Source: an optimization exercise on an open RTL-to-GDS flow (aim: small area, a short achievable clock period and few clock cycles per item). Production flows keep margins and buffers that such runs may drop. Function was checked by simulation only, so behaviour that the tests miss may differ from the original. Power figures rest on the tool's default switching activity, not on a simulated workload.

`flow/config.mk`:
```
export PLATFORM = sky130hd
export DESIGN_NAME = future_enc
export DESIGN_NICKNAME = future_enc
export VERILOG_FILES = /design/flow/design.v
export SDC_FILE = /design/flow/constraint.sdc
export NUM_CORES = 4
export LEC_CHECK = 0
export CAP_MARGIN = 20
export CORE_MARGIN = 2
export CORE_UTILIZATION = 40
export SLEW_MARGIN = 20
```
`flow/constraint.sdc`:
```
create_clock -name core_clock -period 4.0 [get_ports {clk}]
set_input_delay 0.8000 -clock core_clock [delete_from_list [all_inputs] [get_ports {clk}]]
set_output_delay 0.8000 -clock core_clock [all_outputs]
set_load 0.01 [all_outputs]
```
`flow/design.v`:
```
`timescale 1ns / 1ps
module sb1(x0,x1,x2,x3,y0,y1,y2,y3);
	input x0,x1,x2,x3;
	output y0,y1,y2,y3;
	assign y3 = x3;
	assign y2 = x2;
	assign y1 = (x0 & x2) ^ x1;
	assign y0 = x0;
endmodule
`timescale 1ns / 1ps
module sb2(x0,x1,x2,x3,y0,y1,y2,y3);
	input x0,x1,x2,x3;
	output y0,y1,y2,y3;
	assign y3 = x3;
	assign y2 = x2;
	assign y1 = x0;
	assign y0 = ~((x0 & x3) ^ x1); 
endmodule
`timescale 1ns / 1ps
module sb3(x0,x1,x2,x3,y0,y1,y2,y3);
	input x0,x1,x2,x3;
	output y0,y1,y2,y3;
	assign y3 = ( x0 & x2 ) ^ x3;
	assign y2 = x2;
	assign y1 = x1;
	assign y0 = x0;
endmodule
`timescale 1ns / 1ps
module sb4(x0,x1,x2,x3,y0,y1,y2,y3);
	input x0,x1,x2,x3;
	output y0,y1,y2,y3;
	assign y3 = x3;
	assign y2 = ( x1 & x3 ) ^ x2;
	assign y1 = x1;
	assign y0 = x0;
endmodule
`timescale 1ns / 1ps
module sbox(x0,x1,x2,x3,y0,y1,y2,y3);
	input x0,x1,x2,x3;
	output y0,y1,y2,y3;
	sb4 sb4i(x0,x1,x2,x3,t0,t1,t2,t3);
	sb3 sb3i(t0,t1,t2,t3,t4,t5,t6,t7);
	sb2 sb2i(t4,t5,t6,t7,t8,t9,t10,t11);
	sb1 sb1i(t8,t9,t10,t11,y0,y1,y2,y3);
endmodule
`timescale 1ns / 1ps
module m1(b0,b1,b2,b3,b4,b5,b6,b7,b8,b9,b10,b11,b12,b13,b14,b15,c0,c1,c2,c3,c4,c5,c6,c7,c8,c9,c10,c11,c12,c13,c14,c15);
	input b0,b1,b2,b3,b4,b5,b6,b7,b8,b9,b10,b11,b12,b13,b14,b15;
	output c0,c1,c2,c3,c4,c5,c6,c7,c8,c9,c10,c11,c12,c13,c14,c15;
	assign c0= b12 ^ b8;
	assign c1= b13 ^ b9;
	assign c2= b10 ^ b14;
	assign c3= b11 ^ b15;
	assign c4= b0;
	assign c5= b1;
	assign c6= b2;
	assign c7= b3;
	assign c8= b0 ^ b4;
	assign c9= b1 ^ b5;
	assign c10= b2 ^ b6;
	assign c11= b3 ^ b7;
	assign c12= b8;
	assign c13= b9;
	assign c14= b10;
	assign c15= b11;
endmodule
`timescale 1ns / 1ps
module m2(b0,b1,b2,b3,b4,b5,b6,b7,b8,b9,b10,b11,b12,b13,b14,b15,c0,c1,c2,c3,c4,c5,c6,c7,c8,c9,c10,c11,c12,c13,c14,c15);
	input b0,b1,b2,b3,b4,b5,b6,b7,b8,b9,b10,b11,b12,b13,b14,b15;
	output c0,c1,c2,c3,c4,c5,c6,c7,c8,c9,c10,c11,c12,c13,c14,c15;
	assign c0= b13 ^ b8;
	assign c1= b14 ^ b9;
	assign c2= b10 ^ b12 ^ b15;
	assign c3= b11 ^ b12;
	assign c4= b0;
	assign c5= b1;
	assign c6= b2;
	assign c7= b3;
	assign c8= b3 ^ b4;
	assign c9= b0 ^ b5;
	assign c10= b1 ^ b6;
	assign c11= b2 ^ b3 ^ b7;
	assign c12= b8;
	assign c13= b9;
	assign c14= b10;
	assign c15= b11;
endmodule
`timescale 1ns / 1ps
module m3(b0,b1,b2,b3,b4,b5,b6,b7,b8,b9,b10,b11,b12,b13,b14,b15,c0,c1,c2,c3,c4,c5,c6,c7,c8,c9,c10,c11,c12,c13,c14,c15);
	input b0,b1,b2,b3,b4,b5,b6,b7,b8,b9,b10,b11,b12,b13,b14,b15;
	output c0,c1,c2,c3,c4,c5,c6,c7,c8,c9,c10,c11,c12,c13,c14,c15;
	assign c0= b12 ^ b8;
	assign c1= b13 ^ b9;
	assign c2= b10 ^ b14;
	assign c3= b11 ^ b15;
	assign c4= b0;
	assign c5= b1;
	assign c6= b2;
	assign c7= b3;
	assign c8= b3 ^ b4;
	assign c9= b0 ^ b5;
	assign c10= b1 ^ b6;
	assign c11= b2 ^ b3 ^ b7;
	assign c12= b8;
	assign c13= b9;
	assign c14= b10;
	assign c15= b11;
endmodule
`timescale 1ns / 1ps
module m4(b0,b1,b2,b3,b4,b5,b6,b7,b8,b9,b10,b11,b12,b13,b14,b15,c0,c1,c2,c3,c4,c5,c6,c7,c8,c9,c10,c11,c12,c13,c14,c15);
	input b0,b1,b2,b3,b4,b5,b6,b7,b8,b9,b10,b11,b12,b13,b14,b15;
	output c0,c1,c2,c3,c4,c5,c6,c7,c8,c9,c10,c11,c12,c13,c14,c15;
	assign c0= b12 ^ b8;
	assign c1= b13 ^ b9;
	assign c2= b10 ^ b14;
	assign c3= b11 ^ b15;
	assign c4= b0;
	assign c5= b1;
	assign c6= b2;
	assign c7= b3;
	assign c8= b0 ^ b4;
	assign c9= b1 ^ b5;
	assign c10= b2 ^ b6;
	assign c11= b3 ^ b7;
	assign c12= b8;
	assign c13= b9;
	assign c14= b10;
	assign c15= b11;
endmodule
`timescale 1ns / 1ps
module m(b0,b1,b2,b3,b4,b5,b6,b7,b8,b9,b10,b11,b12,b13,b14,b15,c0,c1,c2,c3,c4,c5,c6,c7,c8,c9,c10,c11,c12,c13,c14,c15);
	input b0,b1,b2,b3,b4,b5,b6,b7,b8,b9,b10,b11,b12,b13,b14,b15;
	output c0,c1,c2,c3,c4,c5,c6,c7,c8,c9,c10,c11,c12,c13,c14,c15;
	m4 m4i(b0,b1,b2,b3,b4,b5,b6,b7,b8,b9,b10,b11,b12,b13,b14,b15,t0,t1,t2,t3,t4,t5,t6,t7,t8,t9,t10,t11,t12,t13,t14,t15);
	m3 m3i(t0,t1,t2,t3,t4,t5,t6,t7,t8,t9,t10,t11,t12,t13,t14,t15,tt0,tt1,tt2,tt3,tt4,tt5,tt6,tt7,tt8,tt9,tt10,tt11,tt12,tt13,tt14,tt15);
	m2 m2i(tt0,tt1,tt2,tt3,tt4,tt5,tt6,tt7,tt8,tt9,tt10,tt11,tt12,tt13,tt14,tt15,ttt0,ttt1,ttt2,ttt3,ttt4,ttt5,ttt6,ttt7,ttt8,ttt9,ttt10,ttt11,ttt12,ttt13,ttt14,ttt15);
	m1 m1i(ttt0,ttt1,ttt2,ttt3,ttt4,ttt5,ttt6,ttt7,ttt8,ttt9,ttt10,ttt11,ttt12,ttt13,ttt14,ttt15,c0,c1,c2,c3,c4,c5,c6,c7,c8,c9,c10,c11,c12,c13,c14,c15);
endmodule
`timescale 1ns / 1ps
module mux2x1(a,b,s,c);
	input a,b,s;
	output c;
	assign c = ~s & a | s & b;
endmodule
`timescale 1ns / 1ps
module sbmx(a,s,c);
	input [0:15]a,s;
	output [0:15]c;
	wire [0:15]t,b;
	sbox sb_inst1(.x0(a[0]),.x1(a[1]),.x2(a[2]),.x3(a[3]),.y0(t[0]),.y1(t[1]),.y2(t[2]),.y3(t[3]));
	sbox sb_inst2(.x0(a[4]),.x1(a[5]),.x2(a[6]),.x3(a[7]),.y0(t[4]),.y1(t[5]),.y2(t[6]),.y3(t[7]));
	sbox sb_inst3(.x0(a[8]),.x1(a[9]),.x2(a[10]),.x3(a[11]),.y0(t[8]),.y1(t[9]),.y2(t[10]),.y3(t[11]));
	sbox sb_inst4(.x0(a[12]),.x1(a[13]),.x2(a[14]),.x3(a[15]),.y0(t[12]),.y1(t[13]),.y2(t[14]),.y3(t[15]));
	m m_inst(.b0(t[0]),.b1(t[1]),.b2(t[2]),.b3(t[3]),.b4(t[4]),.b5(t[5]),.b6(t[6]),.b7(t[7]),.b8(t[8]),.b9(t[9]),.b10(t[10]),.b11(t[11]),.b12(t[12]),.b13(t[13]),.b14(t[14]),.b15(t[15]),.c0(b[0]),.c1(b[1]),.c2(b[2]),.c3(b[3]),.c4(b[4]),.c5(b[5]),.c6(b[6]),.c7(b[7]),.c8(b[8]),.c9(b[9]),.c10(b[10]),.c11(b[11]),.c12(b[12]),.c13(b[13]),.c14(b[14]),.c15(b[15]));
	mux2x1 mux_inst1(t[0],b[0],s[0],c[0]);
	mux2x1 mux_inst2(t[1],b[1],s[1],c[1]);
	mux2x1 mux_inst3(t[2],b[2],s[2],c[2]);
	mux2x1 mux_inst4(t[3],b[3],s[3],c[3]);
	mux2x1 mux_inst5(t[4],b[4],s[4],c[4]);
	mux2x1 mux_inst6(t[5],b[5],s[5],c[5]);
	mux2x1 mux_inst7(t[6],b[6],s[6],c[6]);
	mux2x1 mux_inst8(t[7],b[7],s[7],c[7]);
	mux2x1 mux_inst9(t[8],b[8],s[8],c[8]);
	mux2x1 mux_inst10(t[9],b[9],s[9],c[9]);
	mux2x1 mux_inst11(t[10],b[10],s[10],c[10]);
	mux2x1 mux_inst12(t[11],b[11],s[11],c[11]);
	mux2x1 mux_inst13(t[12],b[12],s[12],c[12]);
	mux2x1 mux_inst14(t[13],b[13],s[13],c[13]);
	mux2x1 mux_inst15(t[14],b[14],s[14],c[14]);
	mux2x1 mux_inst16(t[15],b[15],s[15],c[15]);
endmodule
`timescale 1ns / 1ps
module mux2x1_16bit(a,b,s,c);
	input [0:15]a,b,s;
	output [0:15]c;
	assign c= ~s & a | s & b;
endmodule
`timescale 1ns / 1ps
module split1_16(a,b);
	input a;
	output [0:15]b;
	assign b = {a,a,a,a, a,a,a,a, a,a,a,a, a,a,a,a};
endmodule
`timescale 1ns / 1ps
module xor16bit(
    input [0:15] a,
    input [0:15] b,
    output [0:15] c
    );
	assign c = a ^ b;
endmodule
`timescale 1ns / 1ps
module Reg64bit(clk,rst,en,sh16,sh5,sr,x,y);
	input clk,rst,en,sh16,sh5,sr;
	input [0:63]x;
	output reg [0:63]y;
	always@(posedge clk)begin
		if (~en) begin
			y <= y;
		end else begin
			if (rst) begin
				y <= x;
			end else begin
				if (sh16) begin
					y <= (y << 16)|(y >> 48);
				end
				if (sh5) begin
					y <= (y << 5)|(y >> 59);
				end
				if (sr) begin
					y[ 0 ] <= y[ 0 ];
					y[ 1 ] <= y[ 1 ];
					y[ 2 ] <= y[ 2 ];
					y[ 3 ] <= y[ 3 ];
					y[ 4 ] <= y[ 52 ];
					y[ 5 ] <= y[ 53 ];
					y[ 6 ] <= y[ 54 ];
					y[ 7 ] <= y[ 55 ];
					y[ 8 ] <= y[ 40 ];
					y[ 9 ] <= y[ 41 ];
					y[ 10 ] <= y[ 42 ];
					y[ 11 ] <= y[ 43 ];
					y[ 12 ] <= y[ 28 ];
					y[ 13 ] <= y[ 29 ];
					y[ 14 ] <= y[ 30 ];
					y[ 15 ] <= y[ 31 ];
					y[ 16 ] <= y[ 16 ];
					y[ 17 ] <= y[ 17 ];
					y[ 18 ] <= y[ 18 ];
					y[ 19 ] <= y[ 19 ];
					y[ 20 ] <= y[ 4 ];
					y[ 21 ] <= y[ 5 ];
					y[ 22 ] <= y[ 6 ];
					y[ 23 ] <= y[ 7 ];
					y[ 24 ] <= y[ 56 ];
					y[ 25 ] <= y[ 57 ];
					y[ 26 ] <= y[ 58 ];
					y[ 27 ] <= y[ 59 ];
					y[ 28 ] <= y[ 44 ];
					y[ 29 ] <= y[ 45 ];
					y[ 30 ] <= y[ 46 ];
					y[ 31 ] <= y[ 47 ];
					y[ 32 ] <= y[ 32 ];
					y[ 33 ] <= y[ 33 ];
					y[ 34 ] <= y[ 34 ];
					y[ 35 ] <= y[ 35 ];
					y[ 36 ] <= y[ 20 ];
					y[ 37 ] <= y[ 21 ];
					y[ 38 ] <= y[ 22 ];
					y[ 39 ] <= y[ 23 ];
					y[ 40 ] <= y[ 8 ];
					y[ 41 ] <= y[ 9 ];
					y[ 42 ] <= y[ 10 ];
					y[ 43 ] <= y[ 11 ];
					y[ 44 ] <= y[ 60 ];
					y[ 45 ] <= y[ 61 ];
					y[ 46 ] <= y[ 62 ];
					y[ 47 ] <= y[ 63 ];
					y[ 48 ] <= y[ 48 ];
					y[ 49 ] <= y[ 49 ];
					y[ 50 ] <= y[ 50 ];
					y[ 51 ] <= y[ 51 ];
					y[ 52 ] <= y[ 36 ];
					y[ 53 ] <= y[ 37 ];
					y[ 54 ] <= y[ 38 ];
					y[ 55 ] <= y[ 39 ];
					y[ 56 ] <= y[ 24 ];
					y[ 57 ] <= y[ 25 ];
					y[ 58 ] <= y[ 26 ];
					y[ 59 ] <= y[ 27 ];
					y[ 60 ] <= y[ 12 ];
					y[ 61 ] <= y[ 13 ];
					y[ 62 ] <= y[ 14 ];
					y[ 63 ] <= y[ 15 ];
				end
			end
		end
	end
endmodule
`timescale 1ns / 1ps
module full_cir(X_out,clk,X_en,X_rst,X_sh16,X_sr,X_in,K0_en,cip,K0_rst,K0_in,K1_en,K1_rst,K1_in,K_sh16,K_sh5,RC_en,RC_rst,RC_sh16,RC_sh5,RC_in,sm,b0,b1,b2,b3,tw3);
	input clk;
	input X_en,X_rst,X_sh16,X_sr;
	input [0:63]X_in;
	output reg [0:63]X_out;
	input K0_en,K0_rst;
	input [0:63]K0_in;
	wire [0:63]K0_out;
	input K1_en,K1_rst;
	input [0:63]K1_in;
	wire [0:63]K1_out;
	input K_sh16,K_sh5;
	input RC_en,RC_rst,RC_sh16,RC_sh5;
	input [0:63]RC_in;
	wire [0:63]RC_out;
	input b0,b1,b2,b3;
	input sm;
	output [0:15]tw3;
	always @(posedge clk) begin
		if (X_en) begin
			if (X_rst) begin
				X_out <= X_in;
			end else if (X_sh16) begin
				X_out <= (X_out << 16) | (X_out >> 48);
			end else if (X_sr) begin
				X_out[ 0 ] <= X_out[ 0 ];				X_out[ 1 ] <= X_out[ 1 ];				X_out[ 2 ] <= X_out[ 2 ];				X_out[ 3 ] <= X_out[ 3 ];
				X_out[ 4 ] <= X_out[ 52 ];				X_out[ 5 ] <= X_out[ 53 ];				X_out[ 6 ] <= X_out[ 54 ];				X_out[ 7 ] <= X_out[ 55 ];
				X_out[ 8 ] <= X_out[ 40 ];				X_out[ 9 ] <= X_out[ 41 ];				X_out[ 10 ] <= X_out[ 42 ];				X_out[ 11 ] <= X_out[ 43 ];
				X_out[ 12 ] <= X_out[ 28 ];				X_out[ 13 ] <= X_out[ 29 ];				X_out[ 14 ] <= X_out[ 30 ];				X_out[ 15 ] <= X_out[ 31 ];
				X_out[ 16 ] <= X_out[ 16 ];				X_out[ 17 ] <= X_out[ 17 ];				X_out[ 18 ] <= X_out[ 18 ];				X_out[ 19 ] <= X_out[ 19 ];
				X_out[ 20 ] <= X_out[ 4 ];				X_out[ 21 ] <= X_out[ 5 ];				X_out[ 22 ] <= X_out[ 6 ];				X_out[ 23 ] <= X_out[ 7 ];
				X_out[ 24 ] <= X_out[ 56 ];				X_out[ 25 ] <= X_out[ 57 ];				X_out[ 26 ] <= X_out[ 58 ];				X_out[ 27 ] <= X_out[ 59 ];
				X_out[ 28 ] <= X_out[ 44 ];				X_out[ 29 ] <= X_out[ 45 ];				X_out[ 30 ] <= X_out[ 46 ];				X_out[ 31 ] <= X_out[ 47 ];
				X_out[ 32 ] <= X_out[ 32 ];				X_out[ 33 ] <= X_out[ 33 ];				X_out[ 34 ] <= X_out[ 34 ];				X_out[ 35 ] <= X_out[ 35 ];
				X_out[ 36 ] <= X_out[ 20 ];				X_out[ 37 ] <= X_out[ 21 ];				X_out[ 38 ] <= X_out[ 22 ];				X_out[ 39 ] <= X_out[ 23 ];
				X_out[ 40 ] <= X_out[ 8 ];				X_out[ 41 ] <= X_out[ 9 ];				X_out[ 42 ] <= X_out[ 10 ];				X_out[ 43 ] <= X_out[ 11 ];
				X_out[ 44 ] <= X_out[ 60 ];				X_out[ 45 ] <= X_out[ 61 ];				X_out[ 46 ] <= X_out[ 62 ];				X_out[ 47 ] <= X_out[ 63 ];
				X_out[ 48 ] <= X_out[ 48 ];				X_out[ 49 ] <= X_out[ 49 ];				X_out[ 50 ] <= X_out[ 50 ];				X_out[ 51 ] <= X_out[ 51 ];
				X_out[ 52 ] <= X_out[ 36 ];				X_out[ 53 ] <= X_out[ 37 ];				X_out[ 54 ] <= X_out[ 38 ];				X_out[ 55 ] <= X_out[ 39 ];
				X_out[ 56 ] <= X_out[ 24 ];				X_out[ 57 ] <= X_out[ 25 ];				X_out[ 58 ] <= X_out[ 26 ];				X_out[ 59 ] <= X_out[ 27 ];
				X_out[ 60 ] <= X_out[ 12 ];				X_out[ 61 ] <= X_out[ 13 ];				X_out[ 62 ] <= X_out[ 14 ];				X_out[ 63 ] <= X_out[ 15 ];
			end else begin
				X_out <= {tw3 , X_out [16:63]};
			end
		end
	end
	Reg64bit K0Reg64bit(.clk(clk),.rst(K0_rst),.en(K0_en),.sh16(K_sh16 & ~b3),.sh5(K_sh5 & ~b3),.sr(1'b0),.x(K0_in),.y(K0_out)); 
	Reg64bit K1Reg64bit(.clk(clk),.rst(K1_rst),.en(K1_en),.sh16(K_sh16 & b3),.sh5(K_sh5 & b3),.sr(1'b0),.x(K1_in),.y(K1_out)); 
	Reg64bit RCReg64bit(.clk(clk),.rst(RC_rst),.en(RC_en),.sh16(RC_sh16),.sh5(1'b0),.sr(1'b0),.x(RC_in),.y(RC_out)); 
	wire [0:15] w1;
	wire [0:15] rk;
	split1_16 sp1(.a(b3),.b(w1));
	mux2x1_16bit mux1(.a(K0_out[0:15]),.b(K1_out[0:15]),.s(w1),.c(rk));
	wire [0:15] w2;
	wire [0:15] rc;
	split1_16 sp2(.a((b0 ^ b2)|(b1 ^ b3)),.b(w2));
	mux2x1_16bit mux2(.a(16'h0000),.b(RC_out[0:15]),.s(w2),.c(rc));
	wire [0:15] tw1;
	wire [0:15] tw2; 
	xor16bit xor1(.a(X_out[0:15]),.b(rk),.c(tw1));
	xor16bit xor2(.a(tw1),.b(rc),.c(tw2));
	wire [0:15]w3;
	wire [0:15] tw4;
	split1_16 sp3(.a(~(b0 & b2)),.b(w3));
	sbmx sboxMixSel(.a(X_out[0:15]),.s(w3),.c(tw4));
	wire [0:15] w4;
	split1_16 sp4(.a(sm),.b(w4));
	mux2x1_16bit mux0(.a(tw2),.b(tw4),.s(w4),.c(tw3)); 
	output [0:63] cip;
	assign cip = {tw3,X_out[16:63]};
endmodule
`timescale 1ns / 1ps
module counter(clk,en,rst,b0,b1,b2,b3,B0,B1,Xr,X6,K6,K5,C6,sm,d0,d1,d2,d3,C0,C1,Yr,Y6,L6,L5,D6,sm1);
input clk,en,rst;
input b0,b1,b2,b3,B0,B1,Xr,X6,K6,K5,C6,sm;
output reg d0,d1,d2,d3,C0,C1,Yr,Y6,L6,L5,D6,sm1;
always @( posedge clk) begin
	if (en) begin
		if (rst) begin
			d0 <= b0;
			d1 <= b1;
			d2 <= b2;
			d3 <= b3;
			C0 <= B0;
			C1 <= B1;
			Yr <= Xr;
			Y6 <= X6;
			L6 <= K6;
			L5 <= K5;
			D6 <= C6;
			sm1 <= sm;
		end else begin
			d0 <= d0 & ~d1 & ~d2 & d3 & ~Yr & ~Y6 & ~L6 & ~L5 & ~D6 | d0 & ~d1 & ~d3 & C0 & ~Yr & ~Y6 & ~L6 & ~L5 & ~D6 |d0 & ~d1 & ~d3 & C1 & ~Yr & ~Y6 & ~L6 & ~L5 & ~D6 |d0 & ~d1 & ~d3 & ~Yr & ~Y6 & ~L6 & ~L5 & ~D6 & sm1 |d0 & ~d1 & ~d2 & ~Yr & Y6 & L6 & ~L5 & D6 & ~sm1 |d0 & ~d1 & ~d3 & ~Yr & Y6 & L6 & ~L5 & D6 & ~sm1 |d0 & ~d1 & ~d2 & C0 & C1 & ~Y6 & ~L6 & ~L5 & ~D6 & ~sm1 | d0 & ~d1 & ~d3 & C0 & C1 & ~Y6 & ~L6 & ~L5 & ~D6 & ~sm1 | d0 & ~d1 & ~d3 & ~C0 & ~C1 & ~Yr & ~Y6 & ~L6 & L5 & ~D6 & ~sm1 | ~d0 & d1 & d2 & d3 & C0 & C1 & Yr & ~Y6 & ~L6 & ~L5 & ~D6 & ~sm1;
			d1 <= ~d0 & d1 & d3 & ~Yr & ~Y6 & ~L6 & ~L5 & ~D6 | ~d0 & d1 & C0 & ~Yr & ~Y6 & ~L6 & ~L5 & ~D6 | ~d0 & d1 & C1 & ~Yr & ~Y6 & ~L6 & ~L5 & ~D6 | ~d0 & d1 & ~Yr & ~Y6 & ~L6 & ~L5 & ~D6 & sm1 |~d0 & d1 & ~Yr & Y6 & L6 & ~L5 & D6 & ~sm1| ~d0 & d1 & ~d2 & C0 & C1 & ~Y6 & ~L6 & ~L5 & ~D6 & ~sm1 | ~d0 & d1 & ~d3 & C0 & C1 & ~Y6 & ~L6 & ~L5 & ~D6 & ~sm1 | ~d0 & d1 & ~d3 & ~C0 & ~C1 & ~Yr & ~Y6 & ~L6 & L5 & ~D6 & ~sm1 | ~d0 & ~d1 & d2 & d3 & C0 & C1 & Yr & ~Y6 & ~L6 & ~L5 & ~D6 & ~sm1;
			d2 <= ~d0 & d2 & d3 & ~Yr & ~Y6 & ~L6 & ~L5 & ~D6 | ~d0 & d2 & C0 & ~Yr & ~Y6 & ~L6 & ~L5 & ~D6 |~d0 & d2 & C1 & ~Yr & ~Y6 & ~L6 & ~L5 & ~D6 | ~d0 & d2 & ~Yr & ~Y6 & ~L6 & ~L5 & ~D6 & sm1 | ~d0 & d2 & ~Yr & Y6 & L6 & ~L5 & D6 & ~sm1 | ~d1 & d2 & ~d3 & C0 & ~Yr & ~Y6 & ~L6 & ~L5 & ~D6 | ~d1 & d2 & ~d3 & C1 & ~Yr & ~Y6 & ~L6 & ~L5 & ~D6 | ~d1 & d2 & ~d3 & ~Yr & ~Y6 & ~L6 & ~L5 & ~D6 & sm1 | ~d1 & d2 & ~d3 & ~Yr & Y6 & L6 & ~L5 & D6 & ~sm1 | ~d0 & d2 & ~d3 & C0 & C1 & ~Y6 & ~L6 & ~L5 & ~D6 & ~sm1 | ~d1 & d2 & ~d3 & C0 & C1 & ~Y6 & ~L6 & ~L5 & ~D6 & ~sm1 | ~d0 & d2 & ~d3 & ~C0 & ~C1 & ~Yr & ~Y6 & ~L6 & L5 & ~D6 & ~sm1 | ~d1 & d2 & ~d3 & ~C0 & ~C1 & ~Yr & ~Y6 & ~L6 & L5 & ~D6 & ~sm1 | ~d0 & ~d2 & d3 & C0 & C1 & Yr & ~Y6 & ~L6 & ~L5 & ~D6 & ~sm1 | ~d1 & ~d2 & d3 & C0 & C1 & Yr & ~Y6 & ~L6 & ~L5 & ~D6 & ~sm1;
			d3 <= ~d0 & d3 & ~Yr & ~Y6 & ~L6 & ~L5 & ~D6 | ~d1 & ~d2 & d3 & ~Yr & ~Y6 & ~L6 & ~L5 & ~D6 | ~d0 & d3 & ~Yr & Y6 & L6 & ~L5 & D6 & ~sm1 | ~d1 & ~d2 & d3 & ~Yr & Y6 & L6 & ~L5 & D6 & ~sm1 | ~d0 & ~d3 & C0 & C1 & Yr & ~Y6 & ~L6 & ~L5 & ~D6 & ~sm1 | ~d1 & ~d2 & ~d3 & C0 & C1 & Yr & ~Y6 & ~L6 & ~L5 & ~D6 & ~sm1;
			C0 <= ~d0 & C0 & ~Yr & ~Y6 & ~L6 & ~L5 & ~D6 | ~d1 & ~d2 & C0  & ~Yr & ~Y6 & ~L6 & ~L5 & ~D6 | ~d1 & ~d3 & C0 & ~Yr & ~Y6 & ~L6 & ~L5 & ~D6 | ~d0 & C0 & ~Yr & Y6 & L6 & ~L5 & D6 & ~sm1 | ~d0 & C1 & ~Yr & Y6 & L6 & ~L5 & D6 & ~sm1 | ~d1 & ~d2 & C0 & ~Yr & Y6 & L6 & ~L5 & D6 & ~sm1 | ~d1 & ~d3 & C0 & ~Yr & Y6 & L6 & ~L5 & D6 & ~sm1 | ~d1 & ~d2 & C1 & ~Yr & Y6 & L6 & ~L5 & D6 & ~sm1 | ~d1 & ~d3 & C1 & ~Yr & Y6 & L6 & ~L5 & D6 & ~sm1 | d0 & ~d1 & d2 & ~d3 & C0 & C1 & ~Y6 & ~L6 & ~L5 & ~D6 & ~sm1;
			C1 <= ~d0 & C1 & ~Yr & ~Y6 & ~L6 & ~L5 & ~D6 | ~d1 & ~d2 & C1 & ~Yr & ~Y6 & ~L6 & ~L5 & ~D6 | ~d1 & ~d3 & C1 & ~Yr & ~Y6 & ~L6 & ~L5 & ~D6 | ~d0 & C0 & ~Yr & Y6 & L6 & ~L5 & D6 & ~sm1 | ~d0 & ~C1 & ~Yr & Y6 & L6 & ~L5 & D6 & ~sm1 | ~d1 & ~d2 & C0 & ~Yr & Y6 & L6 & ~L5 & D6 & ~sm1 | ~d1 & ~d3 & C0 & ~Yr & Y6 & L6 & ~L5 & D6 & ~sm1 | ~d1 & ~d2 & ~C1 & ~Yr & Y6 & L6 & ~L5 & D6 & ~sm1 | ~d1 & ~d3 & ~C1 & ~Yr & Y6 & L6 & ~L5 & D6 & ~sm1 | d0 & ~d1 & d2 & ~d3 & C0 & C1 & ~Y6 & ~L6 & ~L5 & ~D6 & ~sm1;
			Yr <= ~d0 & C0 & C1 & ~Yr & Y6 & L6 & ~L5 & D6 & ~sm1 | ~d1 & ~d2 & C0 & C1 & ~Yr & Y6 & L6 & ~L5 & D6 & ~sm1 | ~d1 & ~d3 & C0 & C1 & ~Yr & Y6 & L6 & ~L5 & D6 & ~sm1 | d0 & ~d1 & d2 & ~d3 & C0 & C1 & Yr & ~Y6 & ~L6 & ~L5 & ~D6 & ~sm1;
			Y6 <= ~d0 & ~Yr & ~Y6 & ~L6 & ~L5 & ~D6 & sm1 | ~d1 & ~d2 & ~Yr & ~Y6 & ~L6 & ~L5 & ~D6 & sm1 | ~d1 & ~d3 & ~Yr & ~Y6 & ~L6 & ~L5 & ~D6 & sm1;
			L6 <= ~d0 & ~Yr & ~Y6 & ~L6 & ~L5 & ~D6 & sm1 | ~d1 & ~d2 & ~Yr & ~Y6 & ~L6 & ~L5 & ~D6 & sm1 | ~d1 & ~d3 & ~Yr & ~Y6 & ~L6 & ~L5 & ~D6 & sm1;
			L5 <= ~d0 & d3 & C0 & C1 & Yr & ~Y6 & ~L6 & ~L5 & ~D6 & ~sm1 | ~d1 & ~d2 & d3 & C0 & C1 & Yr & ~Y6 & ~L6 & ~L5 & ~D6 & ~sm1;
			D6 <= ~d0 & ~Yr & ~Y6 & ~L6 & ~L5 & ~D6 & sm1 | ~d1 & ~d2 & ~Yr & ~Y6 & ~L6 & ~L5 & ~D6 & sm1 | ~d1 & ~d3 & ~Yr & ~Y6 & ~L6 & ~L5 & ~D6 & sm1;
			sm1 <= ~d0 & d3 & ~Yr & ~Y6 & ~L6 & ~L5 & ~D6 & ~sm1 | ~d0 & C0 & ~Yr & ~Y6 & ~L6 & ~L5 & ~D6 & ~sm1 | ~d0 & C1 & ~Yr & ~Y6 & ~L6 & ~L5 & ~D6 & ~sm1 | ~d0 & ~d1 & ~d2 & ~Yr & ~Y6 & ~L6 & ~L5 & ~D6 & ~sm1 | ~d1 & ~d2 & d3 & ~Yr & ~Y6 & ~L6 & ~L5 & ~D6 & ~sm1 | ~d1 & ~d3 & C0 & ~Yr & ~Y6 & ~L6 & ~L5 & ~D6 & ~sm1 | ~d1 & ~d3 & C1 & ~Yr & ~Y6 & ~L6 & ~L5 & ~D6 & ~sm1 | ~d0 & d1 & ~d3 & ~C0 & ~C1 & ~Yr & ~Y6 & ~L6 & L5 & ~D6 & ~sm1 | d0 & ~d1 & ~d3 & ~C0 & ~C1 & ~Yr & ~Y6 & ~L6 & L5 & ~D6 & ~sm1 | ~d1 & d2 & ~d3 & ~C0 & ~C1 & ~Yr & ~Y6 & ~L6 & L5 & ~D6 & ~sm1;
		end
	end
end
endmodule
`timescale 1ns / 1ps
module future_enc(
	input clk,
	input rst,
	input start,
	input [0:63] pt,
	input [0:63] key0,
	input [0:63] key1,
	input [0:63] rc,
	output [0:63] ct,
	output busy,
	output done
	);
	reg busy_r, done_r;
	wire d0,d1,d2,d3,C0,C1,Yr,Y6,L6,L5,D6,sm1;
	wire load = start & ~busy_r;
	wire run = load | busy_r;
	wire last = busy_r & d0 & ~d1 & d2 & ~d3 & C0 & C1 & Yr;
	wire [0:63] cip;
	wire [0:15] tw3;
	always @(posedge clk) begin
		if (rst) begin
			busy_r <= 1'b0;
			done_r <= 1'b0;
		end else if (load) begin
			busy_r <= 1'b1;
			done_r <= 1'b0;
		end else if (last) begin
			busy_r <= 1'b0;
			done_r <= 1'b1;
		end
	end
	counter seq(.clk(clk),.en(run),.rst(load),
		.b0(1'b0),.b1(1'b0),.b2(1'b0),.b3(1'b0),.B0(1'b0),.B1(1'b0),
		.Xr(1'b0),.X6(1'b0),.K6(1'b0),.K5(1'b0),.C6(1'b0),.sm(1'b0),
		.d0(d0),.d1(d1),.d2(d2),.d3(d3),.C0(C0),.C1(C1),
		.Yr(Yr),.Y6(Y6),.L6(L6),.L5(L5),.D6(D6),.sm1(sm1));
	full_cir dp(.X_out(ct),.clk(clk),
		.X_en(run),.X_rst(load),.X_sh16(Y6),.X_sr(Yr),.X_in(pt),
		.K0_en(run),.K0_rst(load),.K0_in(key0),
		.K1_en(run),.K1_rst(load),.K1_in(key1),
		.K_sh16(L6),.K_sh5(L5),
		.RC_en(run),.RC_rst(load),.RC_sh16(D6),.RC_sh5(1'b0),.RC_in(rc),
		.sm(sm1),.b0(d0),.b1(d1),.b2(d2),.b3(d3),.tw3(tw3),.cip(cip));
	assign busy = busy_r;
	assign done = done_r;
endmodule
```
`flow/run.sh`:
```
#!/bin/bash
# synth_recipe.tcl (not shown) runs the flow's synth.tcl, then flattens the netlist and writes it again
# the make line also repeats each setting of config.mk as NAME=value (left out here)
make -C /OpenROAD-flow-scripts/flow DESIGN_CONFIG=/design/flow/config.mk WORK_HOME=/design/flow/orfs CLKGATE_MAP_FILE= SYNTH_SCRIPT=/design/flow/synth_recipe.tcl finish
```
==> reports/metrics.yaml, run 1 <==
yosysWarnings: 64
hold_viol: 0
clk_latency_ns: 0.57
post-cts-setup-buffers: 0
rsz0062_at_grt: "false"
placedCellCount: 2241
hold_slack_ns: 0.513
gr-usage-all-layers_pct: 25.9
synth_ff_type: "edfxtp_1"
setup_viol: 0
num_vias: 12574
yosysUniqueCellTypes: 65
fmax_mhz: 340
postCtsResizedCells: 0
ys_ff_latch: 268
crit_path_end_kind: "register"
min_period_over_period_pct: 73.5
io_buffer_count: 324
place_congestion: 0.934
ios: 325
drtAntennaViolNets: 0
area_delta_synth_final_pct: 30.8
ir_worst_vdd_uv: 352
fp.dieH_um: 197
cts_made_buffers: 30
clock_skew_ns: 0.0180
rows: 70
synthesis.nets: 1826
clk_pin_slew_ns: 0.07
cp.arrival_ns: 3.25
status: "finished clean"
final_core_util_pct: 53.3
syn_area_mm2: 0.0149
fp.dieW_um: 197
detailed_place_hpwl_um: 38500
cts_tree: "yes"
period_minus_slack_ns: 2.94
grt_max_degree: 166
crit_fanout: 10
wirelength_um: 51500
antenna_found_initial: 4
vias_per_cell: 5.47
drive_gt1_share_pct: 4.97
first_pass_iters: 5
max_cap_violations: 0
wl_per_cell_um: 22.4
grt_first_pass_wirelength_um: 75300
startpoint_type: "register"
p_per_area_mw_per_mm2: 547
required_ns: 4.30
seqCellArea_mm2: 0.00803
h-tree-depth: 1
synthArstFlopShare_pct: 0
synthCells: 1563
drt-initial-drc-count: 1358
synth-edff-count: 266
root_buffer: "clkbuf_16"
core-area_mm2: 0.0367
die_area_mm2: 0.0389
multi_input_area_mm2: 0.00632
clockBufferDepth: 3
grt_pass1_vias: 12129
yosysSeqAreaShare_pct: 53.7
fin_cells: 2300
p_leak_uw: 0.00769
hp-class: "reg2reg"
n_fill_cell: 3388
maxSlewViolCount: 0
worst_slew_pin_slew_ns: 0.858
start_util_pct: 40.7
grt_overflow_total: 0
cts_num_sinks: 268
path_class: "reg2reg"
slew_headroom_pct: 42.4
synth.avg_cell_area_um2: 9.56
layout.nets: 2069
drc: 0
cts_hold_buf: 0
[through the flow]
stage	TNS (ns)	area, µm²	setup slack, ns	total power (µW)
2_1_floorplan	-84.55	14900	-0.661	6580
3_3_place_gp	0	18500	1.06	7780
3_5_place_dp	0	18500	1.06	7790
4_1_cts	0	19500	1.08	10700
5_1_grt	0	19500	0.960	11200
6_report	0	19500	1.06	10700
[kinds of logic after synthesis]
kind of cell / count (synthesis) / synth area share (%)
AO/OA/AOI/OAI: 281 / 11.3
XOR/XNOR: 77 / 5.04
adder cells (fa/ha/maj): 4 / 0.335
buffers and inverters: 151 / 4.49
flip-flops: 268 / 53.7
multiplexers: 106 / 7.11
AND/OR/NAND/NOR: 676 / 18.0
[synthesized netlist by cell type (all sizes together), types with 3 or more instances]
cell / number / area [µm²]
o211ai: 7 / 52.6
nor2b: 8 / 50.1
ha: 4 / 50.1
o22ai: 7 / 43.8
or2: 3 / 18.8
edfxtp: 266 / 7990
o21a: 3 / 22.5
clkbuf: 90 / 338
nand3b: 4 / 30.0
or3: 4 / 25.0
a31oi: 65 / 407
a221o: 3 / 30.0
a21oi: 35 / 175
inv: 17 / 63.8
buf: 44 / 270
nand2b: 7 / 43.8
o21ai: 128 / 641
nor3: 13 / 65.1
a211oi: 3 / 22.5
mux2i: 105 / 1050
nor4: 3 / 18.8
xor2: 18 / 165
a22oi: 3 / 41.3
and3: 3 / 18.8
nand3: 5 / 25.0
xnor3: 3 / 67.6
nor2: 103 / 387
xnor2: 55 / 497
nand2: 514 / 1930
a221oi: 8 / 70.1
[per-layer routing]
layer | track usage [%] | part of all wire, %
met2 | 39.6 | 45
met1 | 38.4 | 45
met3 | 4.20 | 8.0
met5 | 0 | 0.056
met4 | 6.18 | 2.3
[sequential cells by signal, indices dropped and copies added, names as in the netlist]
name and cells:
seq.d0 1, dp.K1Reg64bit.y 64, done_r 1, seq.sm1 1, seq.L5 1, dp.K0Reg64bit.y 64
seq.C1 1, seq.C0 1, busy_r 1, seq.d3 1, seq.d1 1, dp.RCReg64bit.y 64
seq.Y6 1, dp.X_out 64, seq.Yr 1, seq.d2 1
[power breakdown]
group / total, µW / internal [µW] / leakage, µW / switching [µW]
combinational: 3760 / 1810 / 0.00459 / 1950
clock: 2890 / 1710 / 0.000497 / 1180
sequential: 4040 / 3590 / 0.00261 / 451
[area by class of cell]
type                       count  area share (%)
inverter                      17           0.326
sequential                   268            41.1
timing repair buffer         345            18.1
clock inverter                19            1.22
antenna                        2          0.0256
tap                          468            3.00
multi-input combinational   1144            32.3
clock buffer                  37            3.97
[layout by cell type (no fill, tap or decap), types with 30 or more instances in the layout]
cell	Yosys	routed
xnor2_1	53	53
mux2i_1	105	105
a21oi_1	35	35
edfxtp_1	266	266
nand2_1	514	511
nor2_1	103	102
clkbuf_16	0	30
o21ai_0	125	123
clkdlybuf4s50_1	0	324
a31oi_1	65	65
[final timing paths]
check                       from                   to  slack, ns  depth (start not counted)
min reg2reg  dp.RCReg64bit.y[26]  dp.RCReg64bit.y[10]       0.51                          2
max reg2reg          dp.X_out[7]         dp.X_out[10]       1.06                          8
min          dp.RCReg64bit.y[26]  dp.RCReg64bit.y[10]       0.51                          2
max                  dp.X_out[7]         dp.X_out[10]       1.06                          8
[worst max-delay path: stages (launching register included)]
cell and delay [ns]:
edfxtp_1 0.65, mux2_2 0.40, a22oi_2 0.36, xor2_2 0.33, xor2_1 0.20, xnor2_1 0.10
or4_1 0.42, o211ai_1 0.11, o22ai_1 0.10
Testbench counts, summed over its fixed seeds: cycles 18,432, items 128.
==> run 2: changes to the inputs <==
==> flow/design.v (replaced) <==
`timescale 1ns / 1ps
module sbox(x0,x1,x2,x3,y0,y1,y2,y3);
	input x0,x1,x2,x3;
	output y0,y1,y2,y3;
	wire t2 = (x1 & x3) ^ x2;
	wire t3 = (x0 & t2) ^ x3;
	assign y0 = ~((x0 & t3) ^ x1);
	assign y1 = (y0 & t2) ^ x0;
	assign y2 = t2;
	assign y3 = t3;
endmodule
`timescale 1ns / 1ps
module m(input [0:15] b, output [0:15] c);
	assign c[0]  = b[0]^b[3]^b[7]^b[8]^b[12]^b[15];
	assign c[1]  = b[0]^b[1]^b[4]^b[9]^b[12]^b[13];
	assign c[2]  = b[1]^b[2]^b[5]^b[10]^b[13]^b[14];
	assign c[3]  = b[2]^b[6]^b[7]^b[11]^b[14];
	assign c[4]  = b[0]^b[1]^b[5]^b[11]^b[15];
	assign c[5]  = b[1]^b[2]^b[6]^b[8]^b[12];
	assign c[6]  = b[0]^b[2]^b[3]^b[4]^b[7]^b[9]^b[13];
	assign c[7]  = b[0]^b[3]^b[4]^b[10]^b[11]^b[14]^b[15];
	assign c[8]  = b[1]^b[4]^b[5]^b[8]^b[11]^b[15];
	assign c[9]  = b[2]^b[5]^b[6]^b[8]^b[9]^b[12];
	assign c[10] = b[0]^b[3]^b[4]^b[6]^b[7]^b[9]^b[10]^b[13];
	assign c[11] = b[0]^b[4]^b[7]^b[10]^b[14]^b[15];
	assign c[12] = b[3]^b[7]^b[8]^b[11]^b[12];
	assign c[13] = b[0]^b[4]^b[8]^b[9]^b[13];
	assign c[14] = b[1]^b[5]^b[9]^b[10]^b[14];
	assign c[15] = b[2]^b[3]^b[6]^b[7]^b[10]^b[15];
endmodule
`timescale 1ns / 1ps
module future_enc(
	input clk,
	input rst,
	input start,
	input [0:63] pt,
	input [0:63] key0,
	input [0:63] key1,
	input [0:63] rc,
	output [0:63] ct,
	output busy,
	output done
	);
	reg busy_r, done_r;
	reg [3:0] cnt;
	reg [0:63] X, K0, K1, R;
	wire load = start & ~busy_r;
	wire last = (cnt == 4'd9);
	function [0:63] srow(input [0:63] x);
		srow = {x[0:3],   x[52:55], x[40:43], x[28:31],
		        x[16:19], x[4:7],   x[56:59], x[44:47],
		        x[32:35], x[20:23], x[8:11],  x[60:63],
		        x[48:51], x[36:39], x[24:27], x[12:15]};
	endfunction
	wire [0:63] sx, mx;
	genvar i;
	generate
		for (i = 0; i < 16; i = i + 1) begin : g_sb
			sbox sb(.x0(X[4*i]),.x1(X[4*i+1]),.x2(X[4*i+2]),.x3(X[4*i+3]),
				.y0(sx[4*i]),.y1(sx[4*i+1]),.y2(sx[4*i+2]),.y3(sx[4*i+3]));
		end
		for (i = 0; i < 4; i = i + 1) begin : g_m
			m mc(.b(sx[16*i +: 16]), .c(mx[16*i +: 16]));
		end
	endgenerate
	wire [0:63] k0r = {K0[0:15], K0[21:63], K0[0:4]};
	wire [0:63] kn = cnt[0] ? k0r : K1;
	wire rcon = (cnt != 4'd4) & (cnt != 4'd9);
	wire [0:63] rkn = kn ^ (R & {64{rcon}});
	wire [0:63] nx = srow(mx) ^ rkn;
	assign ct = srow(sx);
	always @(posedge clk) begin
		if (rst) begin
			busy_r <= 1'b0;
			done_r <= 1'b0;
		end else if (load) begin
			busy_r <= 1'b1;
			done_r <= 1'b0;
		end else if (busy_r & last) begin
			busy_r <= 1'b0;
			done_r <= 1'b1;
		end
	end
	always @(posedge clk) begin
		if (busy_r) begin
			cnt <= cnt + 4'd1;
			X <= nx;
			if (cnt[0]) K0 <= {K0[5:63], K0[0:4]};
		end else begin
			cnt <= 4'd0;
			if (start) begin
				X <= pt ^ key0;
				K0 <= key0;
			end
			K1 <= key1;
			R <= rc;
		end
	end
	assign busy = busy_r;
	assign done = done_r;
endmodule
--- a/flow/config.mk
+++ b/flow/config.mk
@@ -5,7 +5,9 @@
 export SDC_FILE = /design/flow/constraint.sdc
 export NUM_CORES = 4
 export LEC_CHECK = 0
+export ABC_CLOCK_PERIOD_IN_PS = 2000
 export CAP_MARGIN = 20
 export CORE_MARGIN = 2
-export CORE_UTILIZATION = 40
+export CORE_UTILIZATION = 55
+export SETUP_SLACK_MARGIN = 1.5
 export SLEW_MARGIN = 20
==> run 2 against run 1 <==
  * Still clean
  * Register-to-register slack better by 0.23 ns
  * Sequential power up 12%
  * Total power rose to 2.8 times the previous value
  * Synthesized cell count down 6.5%
  * Fmax up 5.7%
  * Critical path type is now reg2out
  * Largest power group is now combinational cells
==> reports/metrics.yaml, run 2 <==
hp-class: "reg2reg"
synth-edff-count: 256  # -3.8%
detailed_place_hpwl_um: 36900  # -4.1%
grt_max_degree: 96  # -42%
gr-usage-all-layers_pct: 35.1  # +9.2 points
ir_worst_vdd_uv: 663  # +88%
clock_skew_ns: 0.0240  # +0.00595 ns
p_clk_share_pct: 9.3  # -18 points
rows: 64  # -8.6%
cp.arrival_ns: 1.98  # -1.27 ns
final_common_cell: "buf_4"
grt_pass1_vias: 13631  # +12%
slew_headroom_pct: 25.0  # -17 points
diodes: 0  # -2
drtAntennaViolNets: 0  # unchanged
seqPwrFrac_pct: 15.3  # -22 points
ys_top_cells_by_area: "edfxtp_1, xnor2_1, xor2_1"
synthMostInstantiatedCell: "edfxtp_1"
yosysUniqueCellTypes: 69  # +6.2%
layout.nets: 2306  # +11%
required_ns: 3.20  # -1.10 ns
cp_cell_sequence: "mux2_4 -> a22oi_2 -> inv_1 -> buf_2"
cp_slowest_cell: "edfxtp_1"
synthesis.nets: 1723  # -5.6%
period_minus_slack_ns: 2.78  # -0.159 ns
grt_first_pass_wirelength_um: 82000  # +9.0%
use_met1_pct: 46.4  # +8.0 points
num_vias: 14353  # +14%
sw_frac_of_total_pct: 42.3  # +8.8 points
fp.dieW_um: 179  # -9.3%
start_util_pct: 55.5  # +15 points
clk_latency_ns: 0.59  # +0.02 ns
p_per_area_mw_per_mm2: 1170  # +110%
area_delta_synth_final_pct: 49.6
min_period_over_period_pct: 69.5  # -4.0 points
fin_setup_tns_ns: 0  # unchanged
crit_path_end_kind: "primary output"
cts_hold_buf: 0  # unchanged
yosysSeqAreaShare_pct: 46.3  # -7.4 points
synthArstFlopShare_pct: 0  # unchanged
vias_per_cell: 5.83  # +6.6%
path_class: "reg2out"
antenna_found_initial: 0  # -4
setup_viol: 0  # unchanged
power_uw: 29500  # +180%
fmax_mhz: 359  # +5.7%
drive_gt1_share_pct: 37.5  # +32 points
place_congestion: 0.895  # -4.2%
die_area_mm2: 0.0321  # -18%
maxSlewViolCount: 0  # unchanged
p_leak_uw: 0.0102  # +33%
hold_viol: 0  # unchanged
cts_made_buffers: 30  # unchanged
synth.largest_area_cell: "edfxtp_1"
synth_common_cells: "edfxtp_1, xnor2_1, xor2_1, nand2_1, o21ai_0"
io_buffer_count: 324  # unchanged
fp.dieH_um: 179  # -9.3%
grt_overflow_total: 0  # unchanged
pwr-share-comb_pct: 75.4  # +40 points
cts_num_sinks: 262  # -2.2%
slowest_delay_ns: 0.54  # -0.11 ns
n_fill_cell: 1646  # -51%
status: "finished clean"
yosysTopAreaCellShare_pct: 45.6  # -7.8 points
dpl_cell_area_mm2: 0.0200  # +7.9%
rsz0062_at_grt: "true"
postLayoutCellArea_mm2: 0.0252  # +29%
cts_tree: "yes"
syn_area_mm2: 0.0169  # +13%
crit_family: "flip-flops"
first_pass_iters: 5  # unchanged
synth_ff_type: "edfxtp_1"
h-tree-depth: 1  # unchanged
path_buf_inv: 2  # +2
synthCells: 1461  # -6.5%
clk_pin_slew_ns: 0.06  # about the same
core-area_mm2: 0.0303  # -17%
ios: 325  # unchanged
synth.avg_cell_area_um2: 11.5  # +21%
top_usage_layer: "met2"
wirelength_um: 61900  # +20%
final_cell_mix: "buf_4, clkdlybuf4s50_1, edfxtp_1, xnor2_1, buf_6"
switchingPower_uw: 12500  # +250%
yosysWarnings: 1  # -98%
startpoint_type: "register"
drc: 0  # unchanged
max_cap_violations: 0  # unchanged
gr-usage-met3_pct: 6.66  # +2.5 points
power.internal_uw: 17000  # +140%
root_buffer: "clkbuf_16"
wl_per_cell_um: 25.1  # +12%
ys_ff_latch: 262  # -2.2%
grt_use_met2_pct: 56.7  # +17 points
drt-initial-drc-count: 1690  # +24%
clockBufferDepth: 3  # unchanged
worst_slew_pin_slew_ns: 1.12  # +0.266 ns
crit_fanout: 5  # -5
[run 2: path summary, 6_finish.rpt]
kind          start  endpoint  slack (ns)  depth (start not counted)
min reg2reg  done_r    done_r        0.50                          2
max reg2reg   X[61]      X[6]        1.29                          8
min          done_r    done_r        0.50                          2
max            X[7]    ct[20]        1.22                          4
[run 2: repair_timing]
item,CTS,global route
cloned,0,1
pin swaps,80,97
gates resized for setup,469,174
endpoints found under the setup margin,95,99
buffers inserted,285,71
[run 2: layout make-up]
cell class,instances,area (µm²),area share (%)
repair buffers,699,6370,25.3
inverters,65,260,1.03
flip-flops and latches,262,7820,31.0
clock buffers,36,773,3.07
clock inverters,18,179,0.710
well taps,396,495,1.97
multi-input cells,986,9310,36.9
[run 2: power by group through the flow]
| stage | clock network, µW | logic (µW) | registers [µW] |
|---|---|---|---|
| final | 2740 | 22200 | 4510 |
| after global routing | 2840 | 23100 | 4550 |
| after CTS | 2720 | 19000 | 4410 |
| after detailed placement | 0 | 14700 | 4840 |
| after global placement | 0 | 14600 | 4800 |
| after floorplan | 0 | 11800 | 4140 |
[run 2: logic make-up (layout without fill, tap and decap cells)]
| family | Yosys count | in the layout | synth area share, % |
|---|---|---|---|
| XOR/XNOR | 380 | 380 | 21.4 |
| AO/OA/AOI/OAI | 205 | 205 | 8.80 |
| adder cells (fa/ha/maj) | 3 | 3 | 0.223 |
| AND/OR/NAND/NOR | 242 | 242 | 6.77 |
| flip-flops | 262 | 262 | 46.3 |
| buffers and inverters | 213 | 818 | 6.54 |
| multiplexers | 156 | 156 | 9.93 |
[run 2: metal layers]
metal | wire length (µm) | share of wire [%]
met1 | 23700 | 38
met2 | 28700 | 46
met3 | 5860 | 9.5
met5 | 0 | 0
met4 | 3590 | 5.8
[run 2: per-stage QoR]
| stage | hold WS (ns) | instances | setup slack [ns] | utilization (%) |
|---|---|---|---|---|
| final | 0.499 | 2462 | 1.22 | 83.1 |
| after global routing | 0.521 | 2462 | 1.19 | 83.1 |
| after CTS | 0.506 | 2390 | 1.24 | 78.9 |
| after detailed placement | 0.495 | 2051 | 1.01 | 65.8 |
| after global placement | 0.474 | 2051 | 1.09 | 65.8 |
| after floorplan | 0.492 | 1461 | 1.51 | - |
[run 2: worst min-delay path: stages, from the launching register on]
cell and delay (ns):
dfxtp_1 0.32, nand2b_1 0.07, a21oi_1 0.06
Testbench counts of run 2, summed over its fixed seeds: cycles 1,408, items 128.
==> run 3: changes to the inputs <==
--- a/flow/config.mk
+++ b/flow/config.mk
@@ -5,7 +5,6 @@
 export SDC_FILE = /design/flow/constraint.sdc
 export NUM_CORES = 4
 export LEC_CHECK = 0
-export ABC_CLOCK_PERIOD_IN_PS = 2000
 export CAP_MARGIN = 20
 export CORE_MARGIN = 2
 export CORE_UTILIZATION = 55
==> run 3 against run 2 <==
  * Still clean on timing, DRC and antenna
  * Via count is the same
  * Utilization is the same
  * Fmax is the same
  * Final cell count is the same
  * Hold slack is the same
  * Design area is the same
  * Setup slack is the same
  * Sequential share of layout area is the same
  * Clock power is essentially flat
  * Synthesized cell count is the same
  * Register-to-register slack is essentially flat
  * Critical endpoint unchanged
==> reports/metrics.yaml, run 3 <==
yosysUniqueCellTypes: 69  # unchanged
clk_pin_slew_ns: 0.06  # about the same
crit_end: "ct[20]"
grt_first_pass_wirelength_um: 82000  # unchanged
fp.dieW_um: 179  # unchanged
syn_area_mm2: 0.0169  # unchanged
synth_top_family_by_area: "XOR/XNOR gates"
grt_max_degree: 96  # unchanged
worst_slew_pin_slew_ns: 1.12  # unchanged
antenna_found_initial: 0  # unchanged
worstReg2RegStart: "X[61]"
grt_use_met2_pct: 56.7  # unchanged
root_buffer: "clkbuf_16"
hold_viol: 0  # unchanged
synthesis.nets: 1723  # unchanged
period_minus_slack_ns: 2.78  # unchanged
rsz0062_at_grt: "true"
synth.avg_cell_area_um2: 11.5  # unchanged
synth_compound_area_share_pct: 8.80  # unchanged
crit_path_end_kind: "primary output"
synth.largest_area_cell: "edfxtp_1"
die_area_mm2: 0.0321  # unchanged
fp.dieH_um: 179  # unchanged
rr_worst_depth: 8  # unchanged
hold_slack_ns: 0.499  # unchanged
rows: 64  # unchanged
clockBufferDepth: 3  # unchanged
vias_per_cell: 5.83  # unchanged
drt-initial-drc-count: 1690  # unchanged
gr-usage-all-layers_pct: 35.1  # unchanged
synthMuxAreaShare_pct: 9.93  # unchanged
synth_ff_type: "edfxtp_1"
cts_tree: "yes"
io_buffer_count: 324  # unchanged
start_util_pct: 55.5  # unchanged
yosys.area_share.simple_pct: 6.77  # unchanged
n_fill_cell: 1646  # unchanged
setup_viol: 0  # unchanged
ir_worst_vdd_uv: 663  # unchanged
diodes: 0  # unchanged
ys_top_cells_by_area: "edfxtp_1, xnor2_1, xor2_1"
synthArstFlopShare_pct: 0  # unchanged
detailed_place_hpwl_um: 36900  # unchanged
synth_common_cells: "edfxtp_1, xnor2_1, xor2_1, nand2_1, o21ai_0"
slew_headroom_pct: 25.0  # unchanged
worst_r2r_endpoint: "X[6]"
required_ns: 3.20  # about the same
synth-edff-count: 256  # unchanged
yosysWarnings: 1  # unchanged
reg2reg_slack_ns: 1.29  # about the same
synthMostInstantiatedCell: "edfxtp_1"
hp-class: "reg2reg"
yosysTopAreaCellShare_pct: 45.6  # unchanged
maxSlewViolCount: 0  # unchanged
wirelength_um: 61900  # unchanged
path_class: "reg2out"
use_met1_pct: 46.4  # unchanged
fin_setup_tns_ns: 0  # unchanged
cp.arrival_ns: 1.98  # about the same
clock_skew_ns: 0.0240  # unchanged
status: "finished clean"
gr-usage-met3_pct: 6.66  # unchanged
ys_ff_latch: 262  # unchanged
crit_fanout: 5  # unchanged
p_per_area_mw_per_mm2: 1170  # unchanged
drc: 0  # unchanged
synth-xor-area-share_pct: 21.4  # unchanged
h-tree-depth: 1  # unchanged
grt_pass1_vias: 13631  # unchanged
power_uw: 29500  # unchanged
final_common_cell: "buf_4"
ios: 325  # unchanged
drive_gt1_share_pct: 37.5  # unchanged
startpoint: "X[7]"
fmax_mhz: 359  # unchanged
num_vias: 14353  # unchanged
startpoint_type: "register"
area_delta_synth_final_pct: 49.6  # unchanged
grt_overflow_total: 0  # unchanged
max_cap_violations: 0  # unchanged
top_usage_layer: "met2"
wl_per_cell_um: 25.1  # unchanged
clk_latency_ns: 0.59  # about the same
final_cell_mix: "buf_4, clkdlybuf4s50_1, edfxtp_1, xnor2_1, buf_6"
min_period_over_period_pct: 69.5  # unchanged
yosys.area_share.adder_pct: 0.223  # unchanged
place_congestion: 0.895  # unchanged
drtAntennaViolNets: 0  # unchanged
layout.nets: 2306  # unchanged
p_leak_uw: 0.0102  # unchanged
synthCells: 1461  # unchanged
core-area_mm2: 0.0303  # unchanged
yosysSeqAreaShare_pct: 46.3  # unchanged
cts_hold_buf: 0  # unchanged
cts_num_sinks: 262  # unchanged
first_pass_iters: 5  # unchanged
cts_made_buffers: 30  # unchanged
## run 3: cell counts in the layout (fill, tap and decap cells not counted)
No cell type changed its count.
## run 3: through the flow
step / cell area [µm²] / cells / setup WS, ns / util (%)
finish: 25200 / 2462 / 1.22 / 83.1
global route: 25200 / 2462 / 1.19 / 83.1
CTS: 23900 / 2390 / 1.24 / 78.9
detailed placement: 20000 / 2051 / 1.01 / 65.8
global placement: 20000 / 2051 / 1.09 / 65.8
floorplan: 16900 / 1461 / 1.51 / -
## run 3: layer usage
| metal | share of wire [%] | vias to the layer above |
|---|---|---|
| li1 | - | 6191 |
| met1 | 38 | 7006 |
| met2 | 46 | 926 |
| met3 | 9.5 | 230 |
| met4 | 5.8 | 0 |
| met5 | 0 | - |
## run 3: logic make-up after synthesis
| family | count (synthesis) |
|---|---|
| flip-flops | 262 |
| multiplexers | 156 |
| XOR/XNOR | 380 |
| buffers and inverters | 213 |
| AO/OA/AOI/OAI | 205 |
| adder cells (fa/ha/maj) | 3 |
| AND/OR/NAND/NOR | 242 |
## run 3: repair_timing
item / CTS / global route
gates resized for setup: 469 / 174
buffers inserted: 285 / 71
setup endpoints to repair: 95 / 99
pin swaps: 80 / 97
cloned: 0 / 1
## run 3: final cells by class
cell class / count / area, µm² / area share (%)
Sequential cell: 262 / 7820 / 31.0
Multi-Input combinational cell: 986 / 9310 / 36.9
Inverter: 65 / 260 / 1.03
Tap cell: 396 / 495 / 1.97
Clock buffer: 36 / 773 / 3.07
Timing Repair Buffer: 699 / 6370 / 25.3
Clock inverter: 18 / 179 / 0.710
## run 3: worst min-delay path by stage
stage               startpoint     end  slack [ns]  cells past startpoint
finish                  done_r  done_r        0.50                      2
global route            done_r  done_r        0.52                      2
CTS                     done_r  done_r        0.51                      2
detailed placement      done_r  done_r        0.49                      2
global placement        done_r  done_r        0.47                      2
floorplan               cnt[3]  cnt[3]        0.49                      2
## run 3: where the power goes
part           internal (µW)  leakage, µW  switching, µW
combinational          11600      0.00716          10600
sequential              3850      0.00262            653
clock                   1560     0.000460           1180
total                  17000       0.0102          12500
## run 3: worst max-delay path: stages (launching register included)
cell and delay [ns]:
edfxtp_1 0.54, mux2_4 0.34, a22oi_2 0.28, inv_1 0.08, buf_2 0.15
==> run 4: changes to the inputs <==
--- a/flow/config.mk
+++ b/flow/config.mk
@@ -7,6 +7,5 @@
 export LEC_CHECK = 0
 export CAP_MARGIN = 20
 export CORE_MARGIN = 2
-export CORE_UTILIZATION = 55
-export SETUP_SLACK_MARGIN = 1.5
+export CORE_UTILIZATION = 40
 export SLEW_MARGIN = 20
==> run 4 against run 3 <==
  * Still clean on timing, DRC and antenna
  * Non-clock buffer count is 357 lower
  * Global-route usage shrank 10 points
  * Hold slack hardly changed
  * First-iteration DRC count decreased by 44%
  * Combinational power fell by 32%
  * Synthesized cell count unchanged
  * Critical endpoint is now ct[44]
==> reports/metrics.yaml, run 4 <==
synth_ff_type: "edfxtp_1"
grt_pass1_vias: 11639  # -15%
yosys.area_share.adder_pct: 0.223  # unchanged
fin_cells: 2257  # -8.3%
synth_compound_area_share_pct: 8.80  # unchanged
ys_top_cells_by_area: "edfxtp_1, xnor2_1, xor2_1"
synth-edff-count: 256  # unchanged
slew_headroom_pct: 27.1  # +2.0 points
synthesis.nets: 1723  # unchanged
num_vias: 11862  # -17%
synth.largest_area_cell: "edfxtp_1"
status: "finished clean"
root_buffer: "clkbuf_16"
cts_hold_buf: 0  # unchanged
worst_slew_pin_slew_ns: 1.09  # -0.0303 ns
fp.dieW_um: 209  # +17%
min_period_over_period_pct: 86.9  # +17 points
path_buf_inv: 2  # unchanged
crit_fanout: 10  # +5
path_class: "reg2out"
final_core_util_pct: 50.9  # -32 points
period_minus_slack_ns: 3.47  # +0.693 ns
drtAntennaViolNets: 0  # unchanged
yosysTopAreaCellShare_pct: 45.6  # unchanged
ys_ff_latch: 262  # unchanged
slowest_delay_ns: 0.57  # +0.03 ns
wl_per_cell_um: 24.6  # -2.3%
start_util_pct: 40.4  # -15 points
fp.dieH_um: 209  # +17%
synth_common_cells: "edfxtp_1, xnor2_1, xor2_1, nand2_1, o21ai_0"
postCtsResizedCells: 0  # -100%
die_area_mm2: 0.0438  # +37%
cts_made_buffers: 34  # +13%
drive_gt1_share_pct: 11.9  # -26 points
hp-class: "reg2reg"
h-tree-depth: 2  # +1
ios: 325  # unchanged
yosys.area_share.simple_pct: 6.77  # unchanged
area_delta_synth_final_pct: 26.1
synth_top_family_by_area: "XOR/XNOR gates"
clk_latency_ns: 0.54  # -0.05 ns
drc: 0  # unchanged
max_cap_violations: 0  # unchanged
cts_num_sinks: 262  # unchanged
multi_input_area_mm2: 0.00795  # -15%
syn_area_mm2: 0.0169  # unchanged
antenna_found_initial: 3  # +3
yosysSeqAreaShare_pct: 46.3  # unchanged
p_leak_uw: 0.00796  # -22%
grt_overflow_total: 0  # unchanged
io_buffer_count: 324  # unchanged
cp.arrival_ns: 2.67  # +0.69 ns
crit_path_end_kind: "primary output"
ir_worst_vdd_uv: 409  # -38%
fin_setup_tns_ns: 0  # unchanged
clock_skew_ns: 0.0237  # -0.000262 ns
n_fill_cell: 3691  # +120%
rows: 75  # +17%
rsz0062_at_grt: "false"
final_common_cell: "clkdlybuf4s50_1"
vias_per_cell: 5.26  # -9.8%
synthArstFlopShare_pct: 0  # unchanged
seqCellArea_mm2: 0.00782  # about the same
first_pass_iters: 5  # unchanged
setup_viol: 0  # unchanged
place_congestion: 0.839  # -6.2%
grt_max_degree: 112  # +17%
grt_first_pass_wirelength_um: 78800  # -3.9%
synth-xor-area-share_pct: 21.4  # unchanged
fmax_mhz: 288  # -20%
final_cell_mix: "clkdlybuf4s50_1, edfxtp_1, xnor2_1, xor2_1, nand2_1"
placedCellCount: 2194  # +7.0%
synthMostInstantiatedCell: "edfxtp_1"
drt-initial-drc-count: 947  # -44%
crit_family: "buffers and inverters"
detailed_place_hpwl_um: 41700  # +13%
startpoint_type: "register"
cp_cell_sequence: "mux2_2 -> a22oi_1 -> inv_1 -> clkdlybuf4s50_1"
wirelength_um: 55400  # -10%
clk_pin_slew_ns: 0.06  # about the same
synthCells: 1461  # unchanged
synthMuxAreaShare_pct: 9.93  # unchanged
cp_slowest_cell: "edfxtp_1"
maxSlewViolCount: 0  # unchanged
required_ns: 3.20  # about the same
post-cts-setup-buffers: 0  # -100%
gr-usage-all-layers_pct: 25.0  # -10 points
clockBufferDepth: 3  # unchanged
layout.nets: 1953  # -15%
synth.avg_cell_area_um2: 11.5  # unchanged
cts_tree: "yes"
yosysWarnings: 1  # unchanged
p_per_area_mw_per_mm2: 1090  # -7.1%
hold_viol: 0  # unchanged
yosysUniqueCellTypes: 69  # unchanged
core-area_mm2: 0.0418  # +38%
run 4: cell counts after synthesis:
Identical to the previous run, type by type.
run 4: area by class of cell:
cell class                      instances  share of cell area, %
Antenna cell                            1                 0.0118
Tap cell                              539                   3.17
Clock inverter                         15                  0.701
Sequential cell                       262                   36.8
Multi-Input combinational cell        986                   37.4
Clock buffer                           47                   4.67
Inverter                               65                   1.18
Timing Repair Buffer                  342                   16.1
run 4: layer usage:
metal / global-route usage (%) / routed length [µm] / vias up
li1: - / - / 5484
met1: 35.6 / 25100 / 5812
met2: 38.7 / 25200 / 479
met3: 4.23 / 3630 / 83
met4: 8.23 / 1530 / 4
met5: 0 / 27 / -
run 4: path summary, 6_finish.rpt:
| check | from | endpoint | slack [ns] | depth (start not counted) |
|---|---|---|---|---|
| hold reg to reg | done_r | done_r | 0.50 | 2 |
| setup / recovery | X[61] | ct[44] | 0.53 | 4 |
| hold / removal | done_r | done_r | 0.50 | 2 |
| setup reg to reg | cnt[0] | X[8] | 0.94 | 9 |
run 4: through the flow:
| stage | power [µW] | cell area, µm² | setup slack [ns] | hold slack [ns] |
|---|---|---|---|---|
| 5_1_grt | 24400 | 21300 | 0.462 | 0.524 |
| 4_1_cts | 23200 | 21200 | 0.522 | 0.493 |
| 3_5_place_dp | 19900 | 20100 | 0.926 | 0.483 |
| 2_1_floorplan | 15900 | 16900 | 0.813 | 0.492 |
| 6_report | 23100 | 21300 | 0.526 | 0.498 |
| 3_3_place_gp | 19800 | 20100 | 0.939 | 0.471 |
run 4: cell families (layout without fill, tap and decap cells):
family / count (synthesis) / in the layout
AND/OR/NAND/NOR: 242 / 242
AO/OA/AOI/OAI: 205 / 205
other: 0 / 1
flip-flops: 262 / 262
buffers and inverters: 213 / 469
adder cells (fa/ha/maj): 3 / 3
XOR/XNOR: 380 / 380
multiplexers: 156 / 156
run 4: power breakdown:
| part | internal (µW) | switching (µW) |
|---|---|---|
| Clock | 1930 | 1240 |
| Sequential | 3860 | 998 |
| Combinational | 7490 | 7580 |
run 4: worst reg2reg max path, cell delays in order (launching register included):
cell,delay (ns)
dfxtp_4,0.71
inv_1,0.11
ha_1,0.22
nand3b_1,0.10
buf_4,0.27
nand3_1,0.14
xnor2_1,0.46
xnor3_1,0.42
xnor2_1,0.23
o21ai_0,0.11

-- re-timing with driven ports --
In the flow no input, the clock included, has a driving cell. The finished layouts below were timed again as built, in two steps.
Step 1: set_driving_cell puts a clkbuf_16 on clk and a buf_2 on each other input, an assumption about the parent block.
Step 2 times the ports against the registers' clock, not the clock port: input delays grow and output delays shrink by t, the midpoint of the rising clock arrivals with the driver on.
Slacks: ideal ports / drivers / drivers and shift; pairs: ideal ports / drivers.
run | t, ns | setup WS [ns] | hold slack, ns | worst slew at a driven data input, ns | cell pins on the clock port's net
run 1 | 0.616 | 1.059 / 1.059 / 0.968 | 0.513 / 0.513 / 0.513 | 0.09 | 1
run 2 | 0.631 | 1.218 / 1.164 / 1.122 | 0.499 / 0.499 / 0.499 | 0.07 | 1
run 3 | 0.631 | 1.218 / 1.164 / 1.122 | 0.499 / 0.499 / 0.499 | 0.07 | 1
run 4 | 0.586 | 0.526 / 0.471 / 0.945 | 0.498 / 0.498 / 0.498 | 0.09 | 1
After both steps setup and hold are still met in every run listed.
